Source: an optimization exercise on an open RTL-to-GDS flow (aim: small area). Production flows keep margins and buffers that such runs may drop. The RTL was checked by simulation tests, not by an equivalence proof against the original design. No activity file was given, so power comes from the tool's default toggle rates.

==> flow/design.v <==
module Lab5(input sys_clk, input [5:0] num, input [1:0] op, input do_op, input reset, output [6:0] HEX1, output [6:0] HEX0);
int top;
reg [5:0] stack[0:15];
reg [5:0] current;
reg stale;
reg [22:0] count;
parameter D = 1000;
assign HEX1[0] = ((current >= 6'd10 && current < 6'd20) || (current >= 6'd40 && current < 6'd50));
assign HEX1[1] = (current >= 6'd50);
assign HEX1[2] = (current >= 6'd20 && current < 6'd30);
assign HEX1[3] = ((current >= 6'd10 && current < 6'd20) || (current >= 6'd40 && current < 6'd50));
assign HEX1[4] = ((current >= 6'd10 && current < 6'd20) || (current >= 6'd30 && current < 6'd60));
assign HEX1[5] = (current >= 6'd10 && current < 6'd40);
assign HEX1[6] = (current >= 6'd0 && current < 6'd20);
assign HEX0[0] = (current % 6'd10 == 1 || current % 6'd10 == 4);
assign HEX0[1] = (current % 6'd10 == 5 || current % 6'd10 == 6);
assign HEX0[2] = (current % 6'd10 == 2);
assign HEX0[3] = (current % 6'd10 == 1 || current % 6'd10 == 4 || current % 6'd10 == 7);
assign HEX0[4] = ~(current % 6'd10 == 0 || current % 6'd10 == 2 || current % 6'd10 == 6 || current % 6'd10 == 8);
assign HEX0[5] = (current % 6'd10 == 1 || current % 6'd10 == 2 || current % 6'd10 == 3 || current % 6'd10 == 7);
assign HEX0[6] = (current % 6'd10 == 0 || current % 6'd10 == 1 || current % 6'd10 == 7);
always @ (posedge sys_clk) begin
	if (!reset) begin
		for (int j = 0; j < 16; j++) begin
			stack[j] <= 6'b0;
		end
		current <= 0;
		top <= 0;
		stale <= 0;
		count <= 0;
	end
	else if (stale) begin
		if (count == D) begin
			stale <= 0;
			count <= 0;
		end
		else begin
			count <= count + 1;
		end
	end
	else if (!do_op && !stale) begin
		stale <= 1;
		if (op[1] == 1'b1 && op[0] == 1'b0 && top < 15) begin
			stack[top] <= num;
			current <= num;
			top <= top + 1;
		end
		else if (op[1] == 1'b0 && op[0] == 1'b1) begin
			if (top > 0) begin
				top <= top - 1;
				stack[top - 1] <= 6'b0;
				current <= stack[top - 1];
			end
			else begin
				stack[0] <= 6'b0;
				current <= stack[0];
			end
		end
	end
end
endmodule
==> flow/run.sh <==
#!/bin/bash
# synth_recipe.tcl (not shown) runs the flow's synth.tcl, then flattens the netlist and writes it again
# the make line also repeats each setting of config.mk as NAME=value (left out here)
make -C /OpenROAD-flow-scripts/flow DESIGN_CONFIG=/design/flow/config.mk WORK_HOME=/design/flow/orfs CLKGATE_MAP_FILE= SYNTH_SCRIPT=/design/flow/synth_recipe.tcl finish
==> flow/config.mk <==
export PLATFORM = sky130hd
export DESIGN_NAME = Lab5
export DESIGN_NICKNAME = Lab5
export VERILOG_FILES = /design/flow/design.v
export SDC_FILE = /design/flow/constraint.sdc
export NUM_CORES = 4
export LEC_CHECK = 0
export CAP_MARGIN = 20
export CORE_MARGIN = 2
export CORE_UTILIZATION = 40
export SLEW_MARGIN = 20
==> flow/constraint.sdc <==
create_clock -name core_clock -period 6.0 [get_ports {sys_clk}]
set_input_delay 1.2000 -clock core_clock [delete_from_list [all_inputs] [get_ports {sys_clk}]]
set_output_delay 1.2000 -clock core_clock [all_outputs]
set_load 0.01 [all_outputs]
==> impl_metrics.json, run 1 <==
{
  "crit_required_ns": 4.80,
  "antenna_found_initial": 0,
  "synth_fp_nets": 957,
  "clkSinkCount": 158,
  "ys_seq_elements": 158,
  "finClkSkew_ns": 0.01082,
  "ant_nets": 0,
  "drc": 0,
  "hold_buffers": 0,
  "tns_ns": 0,
  "crit_chain": "inv_1 > ha_1 > or2_2 > ha_1 > nand2b_1 > o21ai_1 > buf_4 > and3_4 > xnor2_1 > ha_2 > nor2b_1 > a21oi_1 > o41a_1 > a21boi_2 > o21ai_0 > a21oi_1 > clkdlybuf4s50_1",
  "worstSetupPathType": "flip-flop to output pin",
  "power_density_nw_per_um2": 605.7,
  "fin_util_pct": 45.75,
  "diodes": 0,
  "ios": 25,
  "die_w_microns": 153.5,
  "n_fill_cell": 2057,
  "clk_latency_ns": 0.43,
  "synthTopCellsByArea": "edfxtp_1 32%, dfxtp_1 14%, nor2_1 7.7%",
  "initial_core_util_pct": 40.83,
  "finalCritPeriodShare_pct": 94.47,
  "reg2reg_slack_ns": 2.21,
  "maxSlewViolCount": 0,
  "finish.instance_area_sq_um": 10020,
  "cts_tree": "done",
  "synth_area_sq_um": 8939,
  "cts.htree.levels": 4,
  "wl_microns": 21250,
  "critPathLaunchType": "flip-flop",
  "clkTransAtPathRegs_ns": 0.07,
  "final_common_cell": "nor2_1",
  "multi_input_area_sq_um": 4521,
  "areaGrowthSynthToFinish_pct": 12.05,
  "die_h_microns": 153.5,
  "place_area_sq_um": 9348,
  "hold_path_class": "flip-flop to flip-flop",
  "grt_use_total_pct": 18.20,
  "ir_worst_vdd_uv": 321.0,
  "maxSlewHeadroom_pct": 27.70,
  "layout-drive-gt1-share_pct": 10.68,
  "fp.coreArea_sq_um": 21890,
  "seq_area_sq_um": 4125,
  "crit_arrival_ns": 4.47,
  "netlist_instances": 936,
  "avgSynthCellArea_sq_um": 9.550,
  "critPathBufInv": 3,
  "cap_violations": 0,
  "reg2reg_to": "stack[0][1]",
  "crit_fanout": 7,
  "outcome": "no timing/DRC/antenna violations",
  "die-area_sq_um": 23560,
  "ys_async_sr_fraction_pct": 0,
  "drt-pass1-iter-count": 5,
  "cts_root_buf": "clkbuf_16",
  "row_count": 54,
  "vias": 7016,
  "path_delay_family": "compound AO/OA/AOI/OAI gates",
  "r2r-start": "top[15]",
  "final_nets": 954,
  "grt_pass1_vias": 6545,
  "cts_buffer_depth": 2,
  "hpwl_microns": 14800,
  "max_stage_delay_ns": 0.54,
  "synth_top_cell_by_area": "edfxtp_1",
  "layout_min_cycle_time_ns": 5.668,
  "power_leakage_uw": 0.003596,
  "yosysSeqAreaShare_pct": 46.14,
  "drt_iter0_markers": 405,
  "clock.fmax_ghz": 0.1764,
  "ys.flop_type": "edfxtp_1",
  "layout_common_cells": "183 x nor2_1, 96 x edfxtp_1, 80 x nand2_1",
  "finalHoldViolations": 0,
  "grt_overflow": 0,
  "gp_congestion": 0.8587,
  "synth.top_cell.area_share_pct": 32.25,
  "reg2reg_depth": 8,
  "cts_buffers": 17,
  "holdPathStages": 2,
  "grt_pass1_wl_microns": 34760,
  "place.port_buffers": 24,
  "grt_max_degree": 35,
  "tightestPinTransition_ns": 1.083,
  "synth_warnings": 1,
  "vias_per_cell": 5.723,
  "min_to": "top[10]",
  "critPathSlowestCell": "clkdlybuf4s50_1",
  "synth_edf_count": 96,
  "min_from": "top[10]",
  "finalSetupViolations": 0,
  "crit_path_end_kind": "output pin",
  "synthDistinctLibCells": 79,
  "wl_per_cell_microns": 17.33
}
cells by family after synthesis:
logic type | synth area share [%]
AOI/OAI and AO/OA | 11.63
xor gates and xnor gates | 3.821
adders and majority gates | 1.512
buffers and inverters | 3.499
DFF | 46.14
muxes | 8.791
and+or+nand+nor | 24.61
cell type report:
type,instances,share of cell area [%]
repair buffers,37,3.398
clock inverters,15,1.936
inverters,16,0.5996
well taps,280,3.498
clock buffers,17,4.247
flip-flops and latches,158,41.19
multi-input cells,703,45.13
repair_timing:
action | CTS | global route
gates resized for setup | 0 | 8
setup buffers | 0 | 4
endpoints found under the setup margin | 0 | 7
metal layers:
layer  routed length [microns]  GRT usage (%)  part of all wire (%)
met5                         0              0                     0
met4                       336          4.937                   1.6
met3                       924          3.346                   4.3
met2                     10240          30.24                    48
met1                      9743          24.50                    46
power by group:
part / leakage (uW) / switching, uW / internal, uW
Sequential: 0.00149 / 200 / 1290
Clock: 0.000300 / 532 / 569
Combinational: 0.00180 / 1940 / 1540
Total: 0.00360 / 2670 / 3400
metrics by stage:
stage	hold WS [ns]	total power, uW	std cells	setup slack, ns
after floorplan	0.4504	4037	936	0.5906
after global placement	0.4679	4871	1190	0.6080
after detailed placement	0.4813	4898	1190	0.5022
after CTS	0.4918	6010	1222	0.03694
after global routing	0.5267	6490	1226	-0.01264
final	0.4928	6066	1226	0.3317
flip-flops by register name, indices dropped and copies added, names as in the netlist:
name,count
current,6
count,23
stack,96
top,32
stale,1
worst register-to-register path: stages, from the launching register on:
cell and delay (ns):
dfxtp_1 0.38, or4_1 0.64, nor4bb_1 0.44, nand3_1 0.28, o211ai_2 0.60, mux2i_1 0.26, o21ai_0 0.20, nand2_1 0.28
o211ai_1 0.33
synth_stat cells, types with 5 or more instances:
cell,instances
nor2_1,184
edfxtp_1,96
nand2_1,80
dfxtp_1,62
a21oi_1,54
clkbuf_1,46
o21ai_0,43
mux4_2,30
nand3_1,25
xnor2_1,22
and3_1,21
or3_1,19
xor2_1,17
nand4_1,16
nor3_1,15
nor4_1,15
inv_1,14
nor3b_1,12
and2_1,11
mux2i_1,11
ha_1,10
a31oi_1,9
or4_1,9
a211o_1,7
nand2b_1,6
or2_2,5
worst max-delay path by stage:
stage	startpoint	endpoint	slack, ns	cells after the start
after global placement	current[4]	HEX0[3]	0.61	17
after floorplan	current[4]	HEX0[3]	0.59	18
final	current[4]	HEX0[5]	0.33	17
after global routing	current[4]	HEX0[4]	-0.01	18
after detailed placement	current[4]	HEX0[4]	0.50	16
after CTS	current[4]	HEX0[4]	0.04	16
==> run 2: changes to the inputs <==
==> flow/design.v (replaced) <==
module Lab5(input sys_clk, input [5:0] num, input [1:0] op, input do_op, input reset, output [6:0] HEX1, output [6:0] HEX0);
reg [5:0] ring [0:14];
reg [5:0] current;
reg [5:0] tos;
reg       tos_ok;
reg [3:0] top;
reg [3:0] ph;
reg [9:0] cnt;           
wire [3:0] tm1   = top - 4'd1;
wire       match = (ph == tm1);           
wire       fetch = match & ~tos_ok;
wire       acc   = (cnt == 10'd0) & ~do_op;
wire       push  = op[1] & ~op[0];
wire       pop   = ~op[1] & op[0];
wire       full  = (top == 4'd15);
wire       empty = (top == 4'd0);
integer i;
always @(posedge sys_clk) begin
	for (i = 0; i < 14; i = i + 1)
		ring[i] <= ring[i+1];
	ring[14] <= match ? tos : ring[0];
end
always @(posedge sys_clk) begin
	ph <= (!reset || ph == 4'd14) ? 4'd0 : ph + 4'd1;
	if (fetch) begin
		tos    <= ring[0];
		tos_ok <= 1'b1;
	end
	if (!reset) begin
		current <= 6'd0;
		top     <= 4'd0;
		cnt     <= 10'd0;
	end else if (cnt != 10'd0) begin
		cnt <= cnt - 10'd1;
	end else if (!do_op) begin
		cnt <= 10'd1001;
		if (push && !full) begin
			current <= num;
			tos     <= num;
			tos_ok  <= 1'b1;
			top     <= top + 4'd1;
		end else if (pop) begin
			current <= empty ? 6'd0 : tos;
			tos_ok  <= 1'b0;
			if (!empty) top <= tm1;
		end
	end
end
wire [2:0] tens = current / 6'd10;
wire [3:0] ones = current % 6'd10;
function [6:0] seg(input [3:0] d);
	case (d)
		4'd0: seg = 7'b1000000;
		4'd1: seg = 7'b1111001;
		4'd2: seg = 7'b0100100;
		4'd3: seg = 7'b0110000;
		4'd4: seg = 7'b0011001;
		4'd5: seg = 7'b0010010;
		4'd6: seg = 7'b0000010;
		4'd7: seg = 7'b1111000;
		4'd8: seg = 7'b0000000;
		4'd9: seg = 7'b0010000;
		default: seg = 7'b1111111;
	endcase
endfunction
assign HEX1 = seg({1'b0, tens});
assign HEX0 = seg(ones);
endmodule
==> run 2 against run 1 <==
Synthesized cell count is 55% lower. Area after synthesis is 52% lower. Via count is 58% lower. Combinational power is 92% lower. Highest routed layer unchanged. Fmax is 1.7% higher. Clock skew is 0.0023 ns lower. Cell area is 48% lower. Wire length is 65% lower. Still clean. Core utilization is 4.8 points higher. Sequential share of layout area is 5.3 points higher. First-iteration DRC count is 66% lower.
==> impl_metrics.json, run 2 <==
{
  "outcome": "no timing/DRC/antenna violations",
  "crit_chain": "inv_1 > ha_1 > o21ba_2 > a21oi_1 > a211oi_4 > nor2_1 > o21ai_1 > inv_1 > xnor2_1 > ha_1 > inv_1 > or4_1 > o211ai_1 > a211oi_1 > clkdlybuf4s50_1",
  "clk_latency_ns": 0.51,
  "critPathSlowestCell": "or4_1",
  "crit_path_end_kind": "output pin",
  "netlist_instances": 419,
  "path_delay_family": "compound AO/OA/AOI/OAI gates",
  "hold_path_class": "flip-flop to flip-flop",
  "row_count": 37,
  "initial_core_util_pct": 41.18,
  "synth.top_cell.area_share_pct": 56.97,
  "die-area_sq_um": 11470,
  "p_int_uw": 1533,
  "drt_iter0_markers": 137,
  "crit_arrival_ns": 4.37,
  "r2r-start": "top[0]",
  "power_leakage_uw": 0.001968,
  "critPathLaunch": "current[3]",
  "areaGrowthSynthToFinish_pct": 22.66,
  "synth_fp_nets": 446,
  "cts_tree": "done",
  "dp_cells": 564,
  "power_switching_uw": 625.9,
  "reg2reg_slack_ns": 3.10,
  "crit_required_ns": 4.80,
  "max_stage_delay_ns": 0.52,
  "pwr-share-clk_pct": 43.9,
  "ant_nets": 0,
  "grt_use_total_pct": 14.07,
  "min_from": "ring[11][4]",
  "top_regs": "ring (90), cnt (10)",
  "maxSlewViolCount": 0,
  "power_frac_seq_pct": 42.4,
  "power_density_nw_per_um2": 413.9,
  "worstSetupPathType": "flip-flop to output pin",
  "synthTopCellsByCount": "121 x dfxtp_1, 39 x a21oi_1, 38 x nand2_1",
  "synth_area_sq_um": 4252,
  "p_comb_share_pct": 13.7,
  "place_ws_ns": 0.6214,
  "vias_per_cell": 4.913,
  "gp_congestion": 0.8546,
  "p_sw_share_pct": 29.00,
  "yosysSeqAreaShare_pct": 56.97,
  "final_common_cell": "dfxtp_1",
  "cts.htree.levels": 4,
  "finalHoldViolations": 0,
  "critPathLaunchType": "flip-flop",
  "vias": 2938,
  "avgSynthCellArea_sq_um": 10.15,
  "diodes": 0,
  "drt-pass1-iter-count": 4,
  "wl_microns": 7386,
  "clock.fmax_ghz": 0.1795,
  "synthDistinctLibCells": 50,
  "cts_buffer_depth": 2,
  "synth_warnings": 2,
  "layout-drive-gt1-share_pct": 11.90,
  "place.port_buffers": 24,
  "finalSetupViolations": 0,
  "grt_max_degree": 22,
  "antenna_found_initial": 0,
  "cts_buffers": 17,
  "rsz0062_at_grt": "false",
  "maxSlewHeadroom_pct": 41.08,
  "yosysMostFrequentCell": "dfxtp_1",
  "clkTransAtPathRegs_ns": 0.06,
  "critPathBufInv": 4,
  "ir_worst_vdd_uv": 202.3,
  "setup_slack_ns": 0.4279,
  "die_w_microns": 107.1,
  "die_h_microns": 107.1,
  "grt_pass1_wl_microns": 12660,
  "tns_ns": 0,
  "cp_common_cell": "inv_1",
  "wl_per_cell_microns": 12.35,
  "ys.flop_type": "dfxtp_1",
  "grt_overflow": 0,
  "cap_violations": 0,
  "whs_ns": 0.3254,
  "synth_edf_count": 0,
  "largest_reg_flops": 90,
  "layout_min_cycle_time_ns": 5.572,
  "fp.coreArea_sq_um": 10320,
  "synth_top_cell_by_area": "dfxtp_1",
  "hold_buffers": 0,
  "ys_async_sr_fraction_pct": 0,
  "crit_fanout": 9,
  "drc": 0,
  "ys_seq_elements": 121,
  "tightestPinTransition_ns": 0.8765,
  "grt_pass1_vias": 2754,
  "final_nets": 476,
  "finalCritPeriodShare_pct": 92.87,
  "layout_common_cells": "121 x dfxtp_1, 38 x nand2_1, 38 x a21oi_1",
  "clkSinkCount": 121,
  "synthTopCellsByArea": "dfxtp_1 57%, ha_1 4.7%, a21oi_1 4.6%",
  "regMostFlops": "ring",
  "hpwl_microns": 4841,
  "finClkSkew_ns": 0.008499,
  "layout.cells.non_filler": 598,
  "ios": 25,
  "cts_root_buf": "clkbuf_8"
}
[run 2: cell types whose count changed after synthesis, sizes merged, moves of 17 or more]
| cell | previous run | this run |
|---|---|---|
| o21ai | 48 | 20 |
| mux4 | 30 | 0 |
| or3 | 20 | 3 |
| clkbuf | 46 | 13 |
| nor2 | 184 | 30 |
| edfxtp | 96 | 0 |
| nand2 | 84 | 38 |
| xor2 | 17 | 0 |
| dfxtp | 62 | 121 |
| and3 | 21 | 1 |
[run 2: metrics by stage]
step / total power, uW / area, sq um / utilization (%)
floorplan: 1157 / 4252 / -
detailed placement: 1226 / 4612 / 44.67
global route: 2263 / 5215 / 50.52
CTS: 2178 / 5184 / 50.21
global placement: 1214 / 4607 / 44.62
finish: 2159 / 5215 / 50.52
[run 2: path summary, 6_finish.rpt]
kind | endpoint | cells past startpoint
worst min-delay path | ring[10][4] | 0
worst min register to register | ring[10][4] | 0
worst max register to register | tos[4] | 7
worst max-delay path | HEX0[4] | 15
[run 2: layout make-up]
type	count	area (sq um)
fillers	895	5109
repair buffers	27	262.8
flip-flops and latches	121	2422
well taps	136	170.2
clock inverters	15	157.7
clock buffers	17	414.1
inverters	20	75.07
multi-input cells	262	1713
[run 2: layer usage]
layer  track usage (%)  part of all wire [%]  up-vias  wire, microns
met3             4.620                   3.4       15            250
met2             20.98                    44       52           3244
met4             7.328                   2.2        0            159
met1             18.07                    51     1346           3731
met5                 0                     0        -              0
li1                  -                     -     1525              -
[run 2: power by group through the flow]
stage | registers, uW | logic [uW] | clock network [uW]
2_1_floorplan | 917 | 240 | 0
3_3_place_gp | 931 | 283 | 0
3_5_place_dp | 932 | 294 | 0
4_1_cts | 915 | 295 | 968
5_1_grt | 924 | 335 | 1000
6_report | 916 | 295 | 948
[run 2: cell families (layout without fill, tap and decap cells)]
family / count (synthesis) / count (layout) / share of synthesized area [%]
DFF: 121 / 121 / 56.97
AOI/OAI and AO/OA: 99 / 99 / 15.10
and+or+nand+nor: 120 / 120 / 13.71
buffers and inverters: 36 / 79 / 3.237
adders and majority gates: 16 / 16 / 4.709
xor gates and xnor gates: 10 / 10 / 2.060
muxes: 17 / 17 / 4.209
[run 2: timing repair]
item / 4_1_cts / 5_1_grt
buffers inserted: 0 / 2
setup endpoints to repair: 0 / 6
resized for setup: 0 / 4
[run 2: worst register-to-register path, delay by kind of cell (launching register included)]
family | cells | cell delay [ns]
AOI/OAI and AO/OA | 1 | 0.08
adders and majority gates | 1 | 0.34
DFF | 1 | 0.47
and+or+nand+nor | 2 | 1.39
xor gates and xnor gates | 1 | 0.14
muxes | 1 | 0.26
buffers and inverters | 1 | 0.07
==> run 3: changes to the inputs <==
==> flow/design.v (replaced) <==
module Lab5(input sys_clk, input [5:0] num, input [1:0] op, input do_op, input reset, output [6:0] HEX1, output [6:0] HEX0);
localparam [9:0] LK_S    = 10'd4;
localparam [9:0] LK_E    = 10'd520;    
localparam [9:0] LK_EMSK = 10'd503;    
localparam [9:0] LK_NZ   = 10'd447;    
reg [5:0] ring [0:14];
reg [5:0] current;
reg [5:0] tos;
reg       tos_ok;
reg [3:0] top;
reg [3:0] rix;
reg [9:0] lk;
function [3:0] f4(input [3:0] s);
	f4 = {s[2:0], s[3] ^ s[2]};
endfunction
wire       stale = |(lk & LK_NZ);
wire       lk_end = (lk & LK_EMSK) == (LK_E & LK_EMSK);
wire       acc   = ~stale & ~do_op;
wire       push  = op[1] & ~op[0];
wire       pop   = ~op[1] & op[0];
wire       full  = (top == 4'd15);
wire       empty = (top == 4'd0);
wire       pushok = acc & push & ~full;
wire       popok  = acc & pop & ~empty;
wire       match = (rix == 4'b0001);
wire       fetch = match & ~tos_ok;
integer i;
always @(posedge sys_clk) begin
	for (i = 0; i < 14; i = i + 1)
		ring[i] <= ring[i+1];
	ring[14] <= match ? tos : ring[0];
end
always @(posedge sys_clk) begin
	if (!reset)
		rix <= 4'b0001;
	else if (pushok)
		rix <= rix;
	else if (popok)
		rix <= f4(f4(rix));
	else
		rix <= f4(rix);
	if (!reset)
		lk <= 10'd0;
	else
		lk <= (lk_end ? 10'd0 : {lk[8:0], lk[9] ^ lk[2]}) | (acc ? LK_S : 10'd0);
	if (fetch) begin
		tos    <= ring[0];
		tos_ok <= 1'b1;
	end
	if (!reset) begin
		current <= 6'd0;
		top     <= 4'd0;
	end else if (acc) begin
		if (push && !full) begin
			current <= num;
			tos     <= num;
			tos_ok  <= 1'b1;
			top     <= top + 4'd1;
		end else if (pop) begin
			current <= empty ? 6'd0 : tos;
			tos_ok  <= 1'b0;
			if (!empty) top <= top - 4'd1;
		end
	end
end
wire [2:0] tens = current / 6'd10;
wire [3:0] ones = current % 6'd10;
function [6:0] seg(input [3:0] d);
	case (d)
		4'd0: seg = 7'b1000000;
		4'd1: seg = 7'b1111001;
		4'd2: seg = 7'b0100100;
		4'd3: seg = 7'b0110000;
		4'd4: seg = 7'b0011001;
		4'd5: seg = 7'b0010010;
		4'd6: seg = 7'b0000010;
		4'd7: seg = 7'b1111000;
		4'd8: seg = 7'b0000000;
		4'd9: seg = 7'b0010000;
		default: seg = 7'b1111111;
	endcase
endfunction
assign HEX1 = seg({1'b0, tens});
assign HEX0 = seg(ones);
endmodule
--- a/flow/config.mk
+++ b/flow/config.mk
@@ -5,7 +5,11 @@
 export SDC_FILE = /design/flow/constraint.sdc
 export NUM_CORES = 4
 export LEC_CHECK = 0
+export ABC_AREA = 1
 export CAP_MARGIN = 20
 export CORE_MARGIN = 2
-export CORE_UTILIZATION = 40
+export CORE_UTILIZATION = 60
+export CTS_BUF_LIST = sky130_fd_sc_hd__clkbuf_4 sky130_fd_sc_hd__clkbuf_8
+export CTS_CLUSTER_DIAMETER = 100
+export CTS_CLUSTER_SIZE = 30
 export SLEW_MARGIN = 20
==> run 3 against run 2 <==
Still clean. Sequential power rose by 35%. Cell area fell by 14%. Power rose by 1.3%. Global-route usage rose by 6.0 points. First-iteration DRC count fell by 5.1%. Critical endpoint is now HEX0[0].
==> impl_metrics.json, run 3 <==
{
  "path_delay_family": "simple AND/OR/NAND/NOR gates",
  "hold_path_class": "flip-flop to flip-flop",
  "drt_iter0_markers": 130,
  "ios": 25,
  "finalHoldViolations": 0,
  "row_count": 28,
  "multi_input_area_sq_um": 1139,
  "largest_reg_flops": 90,
  "synth.top_cell.area_share_pct": 64.38,
  "die_h_microns": 83.19,
  "power_density_nw_per_um2": 489.4,
  "wl_met3_microns": 203,
  "finalCritPeriodShare_pct": 67.77,
  "regMostFlops": "ring",
  "clkSinkCount": 121,
  "vias_per_cell": 4.949,
  "wl_microns": 5970,
  "cts_tree": "done",
  "die-area_sq_um": 6920,
  "crit_fanout": 6,
  "reg2reg_to": "current[4]",
  "critPathSlowestCell": "clkdlybuf4s50_1",
  "critPathBufInv": 5,
  "clock.fmax_ghz": 0.2459,
  "top_regs": "ring (90), lk (10)",
  "clk_latency_ns": 0.41,
  "synth_edf_count": 0,
  "synth_area_sq_um": 3762,
  "drt-pass1-iter-count": 4,
  "final_nets": 445,
  "maxSlewHeadroom_pct": 55.71,
  "ys_seq_elements": 121,
  "post_cts_buffers": 0,
  "tightestPinTransition_ns": 0.6599,
  "p_comb_share_pct": 11.6,
  "vias": 2504,
  "ys.flop_type": "dfxtp_1",
  "crit_chain": "nor2_1 > nand3_1 > nand2_1 > inv_2 > nand3_1 > nand2_2 > nand2_4 > inv_2 > nand2_1 > nand2_1 > inv_1 > ha_1 > inv_1 > nand2_1 > nand2_1 > nor2_1 > clkdlybuf4s50_1",
  "synthTopCellsByArea": "dfxtp_1 64%, nand2_1 7.0%, ha_1 4.3%",
  "p_sw_share_pct": 24.58,
  "crit_arrival_ns": 2.87,
  "grt_overflow": 0,
  "drc": 0,
  "crit_required_ns": 4.80,
  "synth_fp_nets": 408,
  "maxSlewViolCount": 0,
  "reg2reg_slack_ns": 3.76,
  "avgSynthCellArea_sq_um": 9.823,
  "cts_buffers": 17,
  "n_fill_cell": 446,
  "outcome": "no timing/DRC/antenna violations",
  "fp.coreArea_sq_um": 5991,
  "grt_pass1_vias": 2465,
  "pwr-share-clk_pct": 31.9,
  "finClkSkew_ns": 0.008650,
  "synthDistinctLibCells": 30,
  "power_frac_seq_pct": 56.5,
  "cp_common_cell": "nand2_1",
  "p_int_uw": 1649,
  "critPathLaunchType": "flip-flop",
  "synth_warnings": 2,
  "seq_area_sq_um": 2422,
  "hold_buffers": 0,
  "tns_ns": 0,
  "ir_worst_vdd_uv": 354.1,
  "place.port_buffers": 24,
  "crit_path_end_kind": "output pin",
  "layout_min_cycle_time_ns": 4.066,
  "worstSetupPathType": "flip-flop to output pin",
  "die_w_microns": 83.19,
  "areaGrowthSynthToFinish_pct": 18.72,
  "diodes": 0,
  "initial_core_util_pct": 62.80,
  "grt_pass1_wl_microns": 10960,
  "finalSetupViolations": 0,
  "antenna_found_initial": 0,
  "reg2reg_depth": 6,
  "r2r-start": "top[0]",
  "cts.htree.levels": 4,
  "min_to": "ring[13][2]",
  "hpwl_microns": 3854,
  "yosysMostFrequentCell": "dfxtp_1",
  "synthTopCellsByCount": "121 x dfxtp_1, 70 x nand2_1, 41 x inv_1",
  "gp_congestion": 0.7988,
  "rsz0062_at_grt": "false",
  "synth_top_cell_by_area": "dfxtp_1",
  "min_from": "ring[14][2]",
  "p_total_uw": 2186,
  "wl_met1_microns": 2845,
  "power_leakage_uw": 0.002065,
  "netlist_instances": 383,
  "holdPathStages": 0,
  "grt_use_total_pct": 20.04,
  "layout_common_cells": "121 x dfxtp_1, 70 x nand2_1, 41 x inv_1",
  "ys_async_sr_fraction_pct": 0,
  "power_switching_uw": 537.3,
  "clkTransAtPathRegs_ns": 0.07,
  "layout-drive-gt1-share_pct": 10.67,
  "wl_per_cell_microns": 11.80,
  "grt_max_degree": 18,
  "cts_buffer_depth": 2,
  "cts_resized": 0,
  "yosysSeqAreaShare_pct": 64.38,
  "ant_nets": 0,
  "met2_wirelength_microns": 2799,
  "cap_violations": 0,
  "cts_root_buf": "clkbuf_8",
  "max_stage_delay_ns": 0.54,
  "highest_layer": "met4",
  "final_common_cell": "dfxtp_1"
}
[run 3: cell types whose count changed in the layout (fill, tap and decap cells not counted), moves of 10 or more]
cell / change
nand2_1: +32
a21oi_1: -21
inv_1: +21
clkbuf_8: +19
clkbuf_16: -16
nand2b_1: -11
mux2i_1: -10
[run 3: final cells by class]
| cell class | count | share of cell area [%] |
|---|---|---|
| Tap cell | 75 | 2.101 |
| Sequential cell | 121 | 54.23 |
| Clock inverter | 10 | 2.689 |
| Clock buffer | 20 | 6.162 |
| Multi-Input combinational cell | 209 | 25.49 |
| Inverter | 47 | 3.950 |
| Timing Repair Buffer | 24 | 5.378 |
[run 3: how the worst max path moves through the flow]
stage	startpoint	endpoint	slack [ns]	depth (start not counted)
2_1_floorplan	current[3]	HEX0[3]	3.00	13
3_3_place_gp	current[5]	HEX0[3]	2.53	15
3_5_place_dp	current[3]	HEX0[0]	2.37	17
4_1_cts	current[3]	HEX0[0]	1.92	17
5_1_grt	current[3]	HEX0[0]	1.65	17
6_report	current[3]	HEX0[0]	1.93	17
[run 3: per-stage QoR]
stage / cell area (sq um) / std cells / hold slack [ns] / setup slack [ns] / utilization, %
after CTS: 4467 / 506 / 0.3220 / 1.920 / 74.56
after floorplan: 3762 / 383 / 0.3096 / 3.002 / -
after global routing: 4467 / 506 / 0.3278 / 1.654 / 74.56
after detailed placement: 4071 / 476 / 0.3132 / 2.370 / 67.96
final: 4467 / 506 / 0.3216 / 1.934 / 74.56
after global placement: 4071 / 476 / 0.3097 / 2.527 / 67.96
[run 3: logic make-up (layout without fill, tap and decap cells)]
kind of cell	after synthesis	after routing	synth area share, %
multiplexers	1	1	0.2993
XOR/XNOR	4	4	0.9313
buffers and inverters	53	101	5.354
AND/OR/NAND/NOR	126	126	14.77
AO/OA/AOI/OAI	64	64	9.412
flip-flops	121	121	64.38
adder cells (fa/ha/maj)	14	14	4.855
[run 3: layer usage]
metal,global-route usage (%),up-vias
met2,30.87,41
met3,6.660,12
met4,10.73,0
met1,24.94,1150
met5,0,-
li1,-,1301
[run 3: power by group through the flow]
stage | Combinational (uW) | Sequential [uW] | Clock (uW)
6_report | 254 | 1240 | 697
5_1_grt | 295 | 1270 | 754
4_1_cts | 256 | 1240 | 712
3_5_place_dp | 253 | 1250 | 0
3_3_place_gp | 247 | 1240 | 0
2_1_floorplan | 171 | 1210 | 0
[run 3: worst reg2reg max path, delay by kind of cell (launching register included)]
kind | cells | cell delay (ns)
DFF | 1 | 0.45
buffers and inverters | 1 | 0.23
AOI/OAI and AO/OA | 3 | 0.92
and+or+nand+nor | 2 | 0.57
==> run 4: changes to the inputs <==
--- a/flow/config.mk
+++ b/flow/config.mk
@@ -9,7 +9,4 @@
 export CAP_MARGIN = 20
 export CORE_MARGIN = 2
 export CORE_UTILIZATION = 60
-export CTS_BUF_LIST = sky130_fd_sc_hd__clkbuf_4 sky130_fd_sc_hd__clkbuf_8
-export CTS_CLUSTER_DIAMETER = 100
-export CTS_CLUSTER_SIZE = 30
 export SLEW_MARGIN = 20
==> run 4 against run 3 <==
Clock power increased by 37%. Setup slack got worse by 0.057 ns. Fmax decreased by 1.4%. Critical path depth unchanged. Count of clock-buffer cells in the layout unchanged. Non-clock buffer count unchanged. Hold slack got worse by 0.0026 ns. Synthesized cell count unchanged. Power increased by 12%.
==> impl_metrics.json, run 4 <==
{
  "largest_reg_flops": 90,
  "rsz0062_at_grt": "false",
  "regMostFlops": "ring",
  "gp_congestion": 0.7988,
  "synthTopCellsByArea": "dfxtp_1 64%, nand2_1 7.0%, ha_1 4.3%",
  "highest_layer": "met4",
  "cts_root_buf": "clkbuf_8",
  "power_density_nw_per_um2": 527.8,
  "cts_tree": "done",
  "met2_wirelength_microns": 3095,
  "wl_met3_microns": 249,
  "cts_resized": 0,
  "synth_fp_nets": 408,
  "top_regs": "ring (90), lk (10)",
  "synthDistinctLibCells": 30,
  "vias_per_cell": 4.919,
  "drc": 0,
  "finalSetupViolations": 0,
  "reg2reg_to": "current[5]",
  "grt_pass1_vias": 2530,
  "finalHoldViolations": 0,
  "grt_max_degree": 18,
  "hold_path_class": "flip-flop to flip-flop",
  "holdPathStages": 0,
  "cap_violations": 0,
  "whs_ns": 0.3190,
  "dp_cells": 476,
  "cts_buffers": 17,
  "antenna_found_initial": 0,
  "avgSynthCellArea_sq_um": 9.823,
  "grt_pass1_wl_microns": 11390,
  "outcome": "no timing/DRC/antenna violations",
  "fp.coreArea_sq_um": 5991,
  "wl_per_cell_microns": 12.44,
  "layout_min_cycle_time_ns": 4.123,
  "crit_path_end_kind": "output pin",
  "cts_buffer_depth": 2,
  "grt_overflow": 0,
  "clk_latency_ns": 0.49,
  "clock.fmax_ghz": 0.2425,
  "worstSetupPathType": "flip-flop to output pin",
  "post_cts_buffers": 0,
  "place.port_buffers": 24,
  "die_h_microns": 83.19,
  "yosysSeqAreaShare_pct": 64.38,
  "ys_seq_elements": 121,
  "final_nets": 445,
  "place_ws_ns": 2.370,
  "finalCritPeriodShare_pct": 68.72,
  "setup_slack_ns": 1.877,
  "maxSlewHeadroom_pct": 56.31,
  "crit_fanout": 6,
  "min_to": "ring[9][2]",
  "maxSlewViolCount": 0,
  "initial_core_util_pct": 62.80,
  "wl_met1_microns": 2882,
  "layout.cells.non_filler": 506,
  "vias": 2489,
  "layout_common_cells": "121 x dfxtp_1, 70 x nand2_1, 41 x inv_1",
  "reg2reg_slack_ns": 3.74,
  "synthTopCellsByCount": "121 x dfxtp_1, 70 x nand2_1, 41 x inv_1",
  "die-area_sq_um": 6920,
  "yosysMostFrequentCell": "dfxtp_1",
  "power_leakage_uw": 0.002147,
  "clkTransAtPathRegs_ns": 0.06,
  "wl_microns": 6297,
  "ir_worst_vdd_uv": 393.0,
  "layout-drive-gt1-share_pct": 10.67,
  "grt_use_total_pct": 20.54,
  "drt-pass1-iter-count": 5,
  "finClkSkew_ns": 0.01347,
  "ys.flop_type": "dfxtp_1",
  "areaGrowthSynthToFinish_pct": 23.51,
  "synth_warnings": 2,
  "crit_required_ns": 4.80,
  "ios": 25,
  "final_common_cell": "dfxtp_1",
  "drt_iter0_markers": 90,
  "tns_ns": 0,
  "die_w_microns": 83.19,
  "critPathLaunchType": "flip-flop",
  "synth_area_sq_um": 3762,
  "hpwl_microns": 3854,
  "reg2reg_depth": 6,
  "r2r-start": "top[0]",
  "fin_util_pct": 77.57,
  "cts.htree.levels": 4,
  "synth_top_cell_by_area": "dfxtp_1",
  "tightestPinTransition_ns": 0.6510,
  "diodes": 0,
  "clkSinkCount": 121,
  "hold_buffers": 0,
  "ys_async_sr_fraction_pct": 0,
  "n_fill_cell": 398,
  "min_from": "ring[10][2]",
  "synth_edf_count": 0,
  "synth.top_cell.area_share_pct": 64.38,
  "netlist_instances": 383,
  "ant_nets": 0,
  "row_count": 28,
  "crit_arrival_ns": 2.92
}
[run 4: cell types whose count changed in the layout (fill, tap and decap cells not counted)]
cell | previous run | this run
clkbuf_16 | 0 | 16
clkbuf_8 | 20 | 4
[run 4: final cells by class]
cell class                      instances  area [sq um]  area share [%]
Clock buffer                           20         455.4           9.801
Clock inverter                         10         120.1           2.585
Inverter                               47         176.4           3.796
Multi-Input combinational cell        209          1139           24.50
Sequential cell                       121          2422           52.13
Tap cell                               75         93.84           2.019
Timing Repair Buffer                   24         240.2           5.170
[run 4: kinds of logic after synthesis]
family | count (synthesis) | synth area share [%]
simple gates | 126 | 14.77
flops | 121 | 64.38
compound gates | 64 | 9.412
buf+inv | 53 | 5.354
fa+ha+maj | 14 | 4.855
xor+xnor | 4 | 0.9313
mux | 1 | 0.2993
[run 4: how the worst max path moves through the flow]
stage                     slack [ns]        from      end  cells after the start
final                           1.88  current[3]  HEX0[0]                     17
after global routing            1.60  current[3]  HEX0[0]                     17
after CTS                       1.84  current[3]  HEX0[0]                     17
after detailed placement        2.37  current[3]  HEX0[0]                     17
after global placement          2.53  current[5]  HEX0[3]                     15
after floorplan                 3.00  current[3]  HEX0[3]                     13
[run 4: layer usage]
| metal | global-route usage (%) | up-vias |
|---|---|---|
| li1 | - | 1298 |
| met1 | 25.24 | 1125 |
| met2 | 33.43 | 58 |
| met3 | 7.952 | 8 |
| met4 | 6.408 | 0 |
| met5 | 0 | - |
[run 4: through the flow]
step / total power (uW) / instance area (sq um)
3_5_place_dp: 1500 / 4071
5_1_grt: 2583 / 4647
6_report: 2453 / 4647
4_1_cts: 2476 / 4647
3_3_place_gp: 1490 / 4071
2_1_floorplan: 1383 / 3762
[run 4: power breakdown]
| group | internal [uW] | leakage [uW] | switching, uW | total (uW) |
|---|---|---|---|---|
| sequential | 1140 | 0.00101 | 102 | 1240 |
| combinational | 112 | 0.000867 | 144 | 256 |
| clock | 619 | 0.000267 | 336 | 955 |
[run 4: worst max-delay path, stage by stage, from the launching register on]
cell and delay (ns):
dfxtp_1 0.35, nor2_1 0.22, nand3_1 0.13, nand2_1 0.12, inv_2 0.05, nand3_1 0.11
nand2_2 0.09, nand2_4 0.10, inv_2 0.06, nand2_1 0.05, nand2_1 0.09, inv_1 0.12
ha_1 0.15, inv_1 0.04, nand2_1 0.05, nand2_1 0.06, nor2_1 0.10, clkdlybuf4s50_1 0.54
==> run 5: changes to the inputs <==
==> flow/flow/run.sh (new file) <==
#!/bin/bash
# Own layout flow: the standard ORFS flow (standard.sh, unchanged synthesis)
# with lighter clock-tree and port-buffer choices:
#  - CTS without dummy loads, with small clock buffers;
#  - input/output ports buffered with buf_1.
set -euo pipefail
cd "$(dirname "$0")/.."
CTS="-sink_clustering_enable -repair_clock_nets -dont_use_dummy_load -buf_list {sky130_fd_sc_hd__clkbuf_4 sky130_fd_sc_hd__clkbuf_8} -sink_clustering_size 30 -sink_clustering_max_diameter 100"
bash standard.sh "CTS_ARGS=$CTS" "BUFFER_PORTS_ARGS=-buffer_cell sky130_fd_sc_hd__buf_1" finish > flow_make.log 2>&1
==> flow/standard.sh (new file) <==
#!/bin/bash
# synth_recipe.tcl (not shown) runs the flow's synth.tcl, then flattens the netlist and writes it again
# the make line also repeats each setting of config.mk as NAME=value (left out here)
make -C /OpenROAD-flow-scripts/flow DESIGN_CONFIG=/design/flow/config.mk WORK_HOME=/design/flow/orfs CLKGATE_MAP_FILE= SYNTH_SCRIPT=/design/flow/synth_recipe.tcl "${@:-finish}"
removed: flow/run.sh
==> run 5 against run 4 <==
Still clean. Count of clock-buffer cells in the layout is 3 lower. Sequential share of layout area increased by 6.2 points. Synthesized cell count unchanged. Register-to-register slack improved by 0.04 ns. Fmax is 15% higher. First-iteration DRC count down 18%. Non-clock buffer count stayed put. Core utilization fell by 8.2 points. Wire length decreased by 11%. Largest cell class unchanged. Largest power group unchanged.
==> impl_metrics.json, run 5 <==
{
  "outcome": "no timing/DRC/antenna violations",
  "vias": 2403,
  "layout_common_cells": "121 x dfxtp_1, 70 x nand2_1, 41 x inv_1",
  "synthTopCellsByCount": "121 x dfxtp_1, 70 x nand2_1, 41 x inv_1",
  "crit_required_ns": 4.80,
  "finClkSkew_ns": 0.02106,
  "synthTopCellsByArea": "dfxtp_1 64%, nand2_1 7.0%, ha_1 4.3%",
  "rsz0062_at_grt": "false",
  "cts_resized": 0,
  "diodes": 0,
  "largest_reg_flops": 90,
  "crit_fanout": 6,
  "tightestPinTransition_ns": 0.6944,
  "cap_violations": 0,
  "hold_buffers": 0,
  "grt_pass1_vias": 2325,
  "synth_xor_area_share_pct": 0.9312,
  "cts_buffer_depth": 2,
  "critPathLaunchType": "flip-flop",
  "hold_path_class": "flip-flop to flip-flop",
  "clkSinkCount": 121,
  "synth_area_sq_um": 3762,
  "cts_root_buf": "clkbuf_8",
  "cts_tree": "done",
  "synth_top_cell_by_area": "dfxtp_1",
  "yosysMostFrequentCell": "dfxtp_1",
  "worstSetupPathType": "flip-flop to output pin",
  "ant_nets": 0,
  "wl_microns": 5630,
  "maxSlewHeadroom_pct": 53.40,
  "finalCritPeriodShare_pct": 59.91,
  "crit_path_end_kind": "output pin",
  "grt_max_degree": 18,
  "initial_core_util_pct": 62.80,
  "clock.fmax_ghz": 0.2782,
  "critPathLaunch": "current[3]",
  "critPathSlowestCell": "dfxtp_1",
  "synth_top_family_by_area": "simple AND/OR/NAND/NOR gates",
  "top_regs": "ring (90), lk (10)",
  "ys_seq_elements": 121,
  "crit_chain": "nor2_1 > nand3_1 > nand2_1 > inv_2 > nand3_1 > nand2_2 > nand2_4 > inv_2 > nand2_1 > nand2_1 > inv_1 > ha_1 > inv_1 > nand2_1 > nand2_1 > nor2_1 > buf_1",
  "antenna_found_initial": 0,
  "netlist_instances": 383,
  "clkTransAtPathRegs_ns": 0.07,
  "critPathBufInv": 5,
  "drt_iter0_markers": 74,
  "die-area_sq_um": 6920,
  "synth_warnings": 2,
  "synth_edf_count": 0,
  "cts.htree.levels": 4,
  "cts_buffers": 17,
  "ys.flop_type": "dfxtp_1",
  "path_delay_family": "simple AND/OR/NAND/NOR gates",
  "place_ws_ns": 2.815,
  "power_leakage_uw": 0.001940,
  "drc": 0,
  "hpwl_microns": 3791,
  "vias_per_cell": 4.874,
  "drt-pass1-iter-count": 4,
  "ir_worst_vdd_uv": 382.7,
  "maxSlewViolCount": 0,
  "power_density_nw_per_um2": 467.1,
  "cp_common_cell": "nand2_1",
  "layout-drive-gt1-share_pct": 7.895,
  "grt_pass1_wl_microns": 10040,
  "post_cts_buffers": 0,
  "final_common_cell": "dfxtp_1",
  "synth_fp_nets": 408,
  "synth.top_cell.area_share_pct": 64.38,
  "grt_use_total_pct": 18.38,
  "gp_congestion": 0.7743,
  "r2r-start": "top[0]",
  "grt_overflow": 0,
  "final_nets": 445,
  "clk_latency_ns": 0.41,
  "finalSetupViolations": 0,
  "yosysSeqAreaShare_pct": 64.38,
  "synth_compound_area_share_pct": 9.411,
  "setup_slack_ns": 2.405,
  "synthSimpleGateAreaFrac_pct": 14.77,
  "die_h_microns": 83.19,
  "place.port_buffers": 24,
  "min_from": "ring[12][2]",
  "max_stage_delay_ns": 0.35,
  "die_w_microns": 83.19,
  "regMostFlops": "ring",
  "tns_ns": 0,
  "crit_arrival_ns": 2.39,
  "synthMuxAreaShare_pct": 0.2993,
  "areaGrowthSynthToFinish_pct": 10.44,
  "fp.coreArea_sq_um": 5991,
  "finalHoldViolations": 0,
  "synthDistinctLibCells": 30,
  "ios": 25,
  "layout_min_cycle_time_ns": 3.595,
  "ys_async_sr_fraction_pct": 0,
  "wl_per_cell_microns": 11.42,
  "avgSynthCellArea_sq_um": 9.823,
  "synth_fa_ha_area_share_pct": 4.855,
  "row_count": 28
}
-- run 5: cell counts after synthesis --
No cell type changed its count.
-- run 5: final timing paths --
kind                                     to  slack, ns  depth (start not counted)
worst min register to register  ring[11][2]       0.30                          0
worst min-delay path            ring[11][2]       0.30                          0
worst max-delay path                HEX0[0]       2.41                         17
worst max register to register   current[3]       3.78                          6
-- run 5: routing by layer --
layer,GRT usage [%],vias up,wire (microns)
li1,-,1286,-
met1,23.05,1076,2813
met5,0,-,0
met4,10.13,0,99
met3,6.660,12,226
met2,27.57,29,2490
-- run 5: cells by family after synthesis --
kind of cell               count (synthesis)
AOI/OAI and AO/OA                         64
xor gates and xnor gates                   4
adders and majority gates                 14
muxes                                      1
DFF                                      121
buffers and inverters                     53
and+or+nand+nor                          126
-- run 5: layout make-up --
cell class                      count  area (sq um)
Timing Repair Buffer               24         90.09
Fill cell                         478          1836
Clock buffer                       17         234.0
Inverter                           47         176.4
Sequential cell                   121          2422
Tap cell                           75         93.84
Multi-Input combinational cell    209          1139
-- run 5: where the power goes --
group          leakage [uW]  internal, uW  total, uW  switching [uW]
sequential          0.00101          1140       1230            94.5
clock              0.000122           247        485             238
combinational      0.000805          81.5        222             140
total               0.00194          1470       1940             472
-- run 5: worst reg2reg max path, delay by kind of cell (launching register included) --
kind            cells  cell delay [ns]
flops               1             0.44
compound gates      3             0.96
simple gates        2             0.55
buf+inv             1             0.21
-- run 5: metrics by stage --
step,area [sq um],hold slack [ns],util [%],power (uW),instances
floorplan,3762,0.3096,-,1383,383
global placement,3921,0.3097,65.46,1460,476
detailed placement,3921,0.3121,65.46,1470,476
CTS,4155,0.3065,69.36,1968,493
global route,4155,0.3076,69.36,2064,493
finish,4155,0.3044,69.36,1941,493
==> run 6: changes to the inputs <==
==> flow/flow/run.sh (replaced) <==
#!/bin/bash
# Own layout flow: the standard ORFS flow (standard.sh, unchanged synthesis)
# with lighter clock-tree and port-buffer choices:
#  - CTS without dummy loads, with clkbuf_4 clock buffers;
#  - input/output ports buffered with buf_1.
set -euo pipefail
cd "$(dirname "$0")/.."
CTS="-sink_clustering_enable -repair_clock_nets -dont_use_dummy_load -buf_list {sky130_fd_sc_hd__clkbuf_4}"
bash standard.sh "CTS_ARGS=$CTS" "BUFFER_PORTS_ARGS=-buffer_cell sky130_fd_sc_hd__buf_1" finish > flow_make.log 2>&1
==> run 6 against run 5 <==
Count of clock-buffer cells in the layout stayed put. Clock power is 28% lower. Synthesized cell count stayed put. Wire length is 0.30% lower. Non-clock buffer count stayed put. Critical endpoint unchanged. First-iteration DRC count is 28% lower. Power is 7.1% lower. Sequential power hardly changed. Highest routed layer unchanged.
==> impl_metrics.json, run 6 <==
{
  "synthSimpleGateAreaFrac_pct": 14.77,
  "synth.top_cell.area_share_pct": 64.38,
  "post_cts_buffers": 0,
  "rsz0062_at_grt": "false",
  "synth_top_cell_by_area": "dfxtp_1",
  "ant_nets": 0,
  "clkTransAtPathRegs_ns": 0.10,
  "hold_path_class": "flip-flop to flip-flop",
  "regMostFlops": "ring",
  "reg2reg_depth": 6,
  "clk_latency_ns": 0.47,
  "worstSetupPathType": "flip-flop to output pin",
  "largest_reg_flops": 90,
  "power_density_nw_per_um2": 445.4,
  "cts_root_buf": "clkbuf_4",
  "hpwl_microns": 3791,
  "crit_arrival_ns": 2.46,
  "yosysMostFrequentCell": "dfxtp_1",
  "clkSinkCount": 121,
  "netlist_instances": 383,
  "diodes": 0,
  "crit_path_end_kind": "output pin",
  "synth_fp_nets": 408,
  "synthTopCellsByArea": "dfxtp_1 64%, nand2_1 7.0%, ha_1 4.3%",
  "ys_async_sr_fraction_pct": 0,
  "cts_tree": "done",
  "die_w_microns": 83.19,
  "grt_overflow": 0,
  "gp_congestion": 0.7743,
  "place.port_buffers": 24,
  "finalCritPeriodShare_pct": 61.07,
  "yosysSeqAreaShare_pct": 64.38,
  "synth_compound_area_share_pct": 9.411,
  "layout.cells.non_filler": 493,
  "die_h_microns": 83.19,
  "antenna_found_initial": 0,
  "die-area_sq_um": 6920,
  "grt_pass1_wl_microns": 9963,
  "synth_top_family_by_area": "simple AND/OR/NAND/NOR gates",
  "holdPathStages": 0,
  "wl_per_cell_microns": 11.39,
  "avgSynthCellArea_sq_um": 9.823,
  "cts_resized": 0,
  "wl_microns": 5613,
  "synthDistinctLibCells": 30,
  "power_leakage_uw": 0.001896,
  "finalSetupViolations": 0,
  "initial_core_util_pct": 62.80,
  "critPathLaunchType": "flip-flop",
  "multi_input_area_sq_um": 1139,
  "ys.flop_type": "dfxtp_1",
  "layout_min_cycle_time_ns": 3.664,
  "clock.fmax_ghz": 0.2729,
  "hold_buffers": 0,
  "seq_area_sq_um": 2422,
  "synth_xor_area_share_pct": 0.9312,
  "layout_common_cells": "121 x dfxtp_1, 70 x nand2_1, 41 x inv_1",
  "finClkSkew_ns": 0.03280,
  "tightestPinTransition_ns": 0.7020,
  "grt_max_degree": 18,
  "fp.coreArea_sq_um": 5991,
  "ys_seq_elements": 121,
  "finalHoldViolations": 0,
  "maxSlewViolCount": 0,
  "grt_use_total_pct": 18.19,
  "synth_edf_count": 0,
  "layout-drive-gt1-share_pct": 7.895,
  "synth_area_sq_um": 3762,
  "final_common_cell": "dfxtp_1",
  "final_nets": 445,
  "dp_cells": 476,
  "maxSlewHeadroom_pct": 52.88,
  "crit_required_ns": 4.80,
  "tns_ns": 0,
  "cts.htree.levels": 4,
  "crit_fanout": 6,
  "cts_buffers": 17,
  "row_count": 28,
  "top_regs": "ring (90), lk (10)",
  "synth_warnings": 2,
  "ios": 25,
  "grt_pass1_vias": 2299,
  "outcome": "no timing/DRC/antenna violations",
  "vias_per_cell": 4.848,
  "drt-pass1-iter-count": 4,
  "ir_worst_vdd_uv": 338.5,
  "synthTopCellsByCount": "121 x dfxtp_1, 70 x nand2_1, 41 x inv_1",
  "synthMuxAreaShare_pct": 0.2993,
  "synth_fa_ha_area_share_pct": 4.855,
  "drc": 0,
  "drt_iter0_markers": 53,
  "vias": 2390,
  "areaGrowthSynthToFinish_pct": 7.615,
  "n_fill_cell": 495,
  "cts_buffer_depth": 2,
  "cap_violations": 0
}
[run 6: path summary, 6_finish.rpt]
path         startpoint         end  slack, ns
min reg2reg  ring[9][2]  ring[8][2]       0.30
max reg2reg      top[0]  current[3]       3.77
min          ring[9][2]  ring[8][2]       0.30
max          current[3]     HEX0[0]       2.34
[run 6: layout make-up]
cell class | count | share of cell area (%)
Inverter | 47 | 4.357
Sequential cell | 121 | 59.83
Timing Repair Buffer | 24 | 2.225
Clock buffer | 17 | 3.152
Multi-Input combinational cell | 209 | 28.12
Tap cell | 75 | 2.318
[run 6: per-layer routing]
layer  global-route usage [%]  vias up  part of all wire (%)
met3                    7.256       10                   4.7
met2                    27.49       39                    44
met4                    8.644        0                   1.5
li1                         -     1290                     -
met1                    22.79     1051                    49
met5                        0        -                     0
[run 6: metrics by stage]
step / hold WS, ns / utilization, % / worst slack (ns) / power, uW / instance area (sq um)
floorplan: 0.3096 / - / 3.002 / 1383 / 3762
global placement: 0.3097 / 65.46 / 2.912 / 1460 / 3921
detailed placement: 0.3121 / 65.46 / 2.815 / 1470 / 3921
CTS: 0.3002 / 67.59 / 2.278 / 1831 / 4049
global route: 0.2988 / 67.59 / 1.998 / 1925 / 4049
finish: 0.3044 / 67.59 / 2.336 / 1804 / 4049
[run 6: kinds of logic after synthesis]
kind of cell	count (synthesis)
and+or+nand+nor	126
DFF	121
adders and majority gates	14
xor gates and xnor gates	4
muxes	1
buffers and inverters	53
AOI/OAI and AO/OA	64
[run 6: critical path, stage by stage (launching register included)]
cell and delay, ns:
dfxtp_1 0.36, nor2_1 0.20, nand3_1 0.13, nand2_1 0.12, inv_2 0.05, nand3_1 0.10
nand2_2 0.09, nand2_4 0.10, inv_2 0.06, nand2_1 0.05, nand2_1 0.09, inv_1 0.11
ha_1 0.14, inv_1 0.04, nand2_1 0.05, nand2_1 0.06, nor2_1 0.09, buf_1 0.16
[run 6: power breakdown]
group	switching [uW]	internal [uW]	total, uW
combinational	140	81.5	221
clock	222	129	351
sequential	93.7	1140	1230

==> static timing again, ports no longer ideal <==
How much do the figures lean on ideal ports? The routed layouts below were timed once more, with nothing changed but the port constraints. Step 1, drivers: a clkbuf_16 drives sys_clk and a buf_2 each remaining input, both assumed. Step 2, shift: input delay + t, output delay - t, t = (earliest + latest rising clock arrival at the registers) / 2. This alone moves slack from input paths to output paths. a / b / c = ideal / step 1 / step 2; a / b = the first two.
run | t (ns) | slack for setup (ns) | hold WS [ns] | worst register clock-pin slew, ns
run 1 | 0.471 | 0.332 / 0.287 / 0.758 | 0.493 / 0.493 / 0.493 | 0.08 / 0.08
run 2 | 0.532 | 0.428 / 0.397 / 0.929 | 0.325 / 0.325 / 0.325 | 0.07 / 0.07
run 3 | 0.439 | 1.934 / 1.903 / 2.341 | 0.322 / 0.322 / 0.322 | 0.07 / 0.07
run 4 | 0.520 | 1.877 / 1.845 / 2.365 | 0.319 / 0.319 / 0.319 | 0.06 / 0.06
run 5 | 0.428 | 2.405 / 2.374 / 2.802 | 0.304 / 0.304 / 0.304 | 0.07 / 0.07
run 6 | 0.489 | 2.336 / 2.308 / 2.797 | 0.304 / 0.304 / 0.304 | 0.10 / 0.10
After both steps every run listed still meets setup and hold.
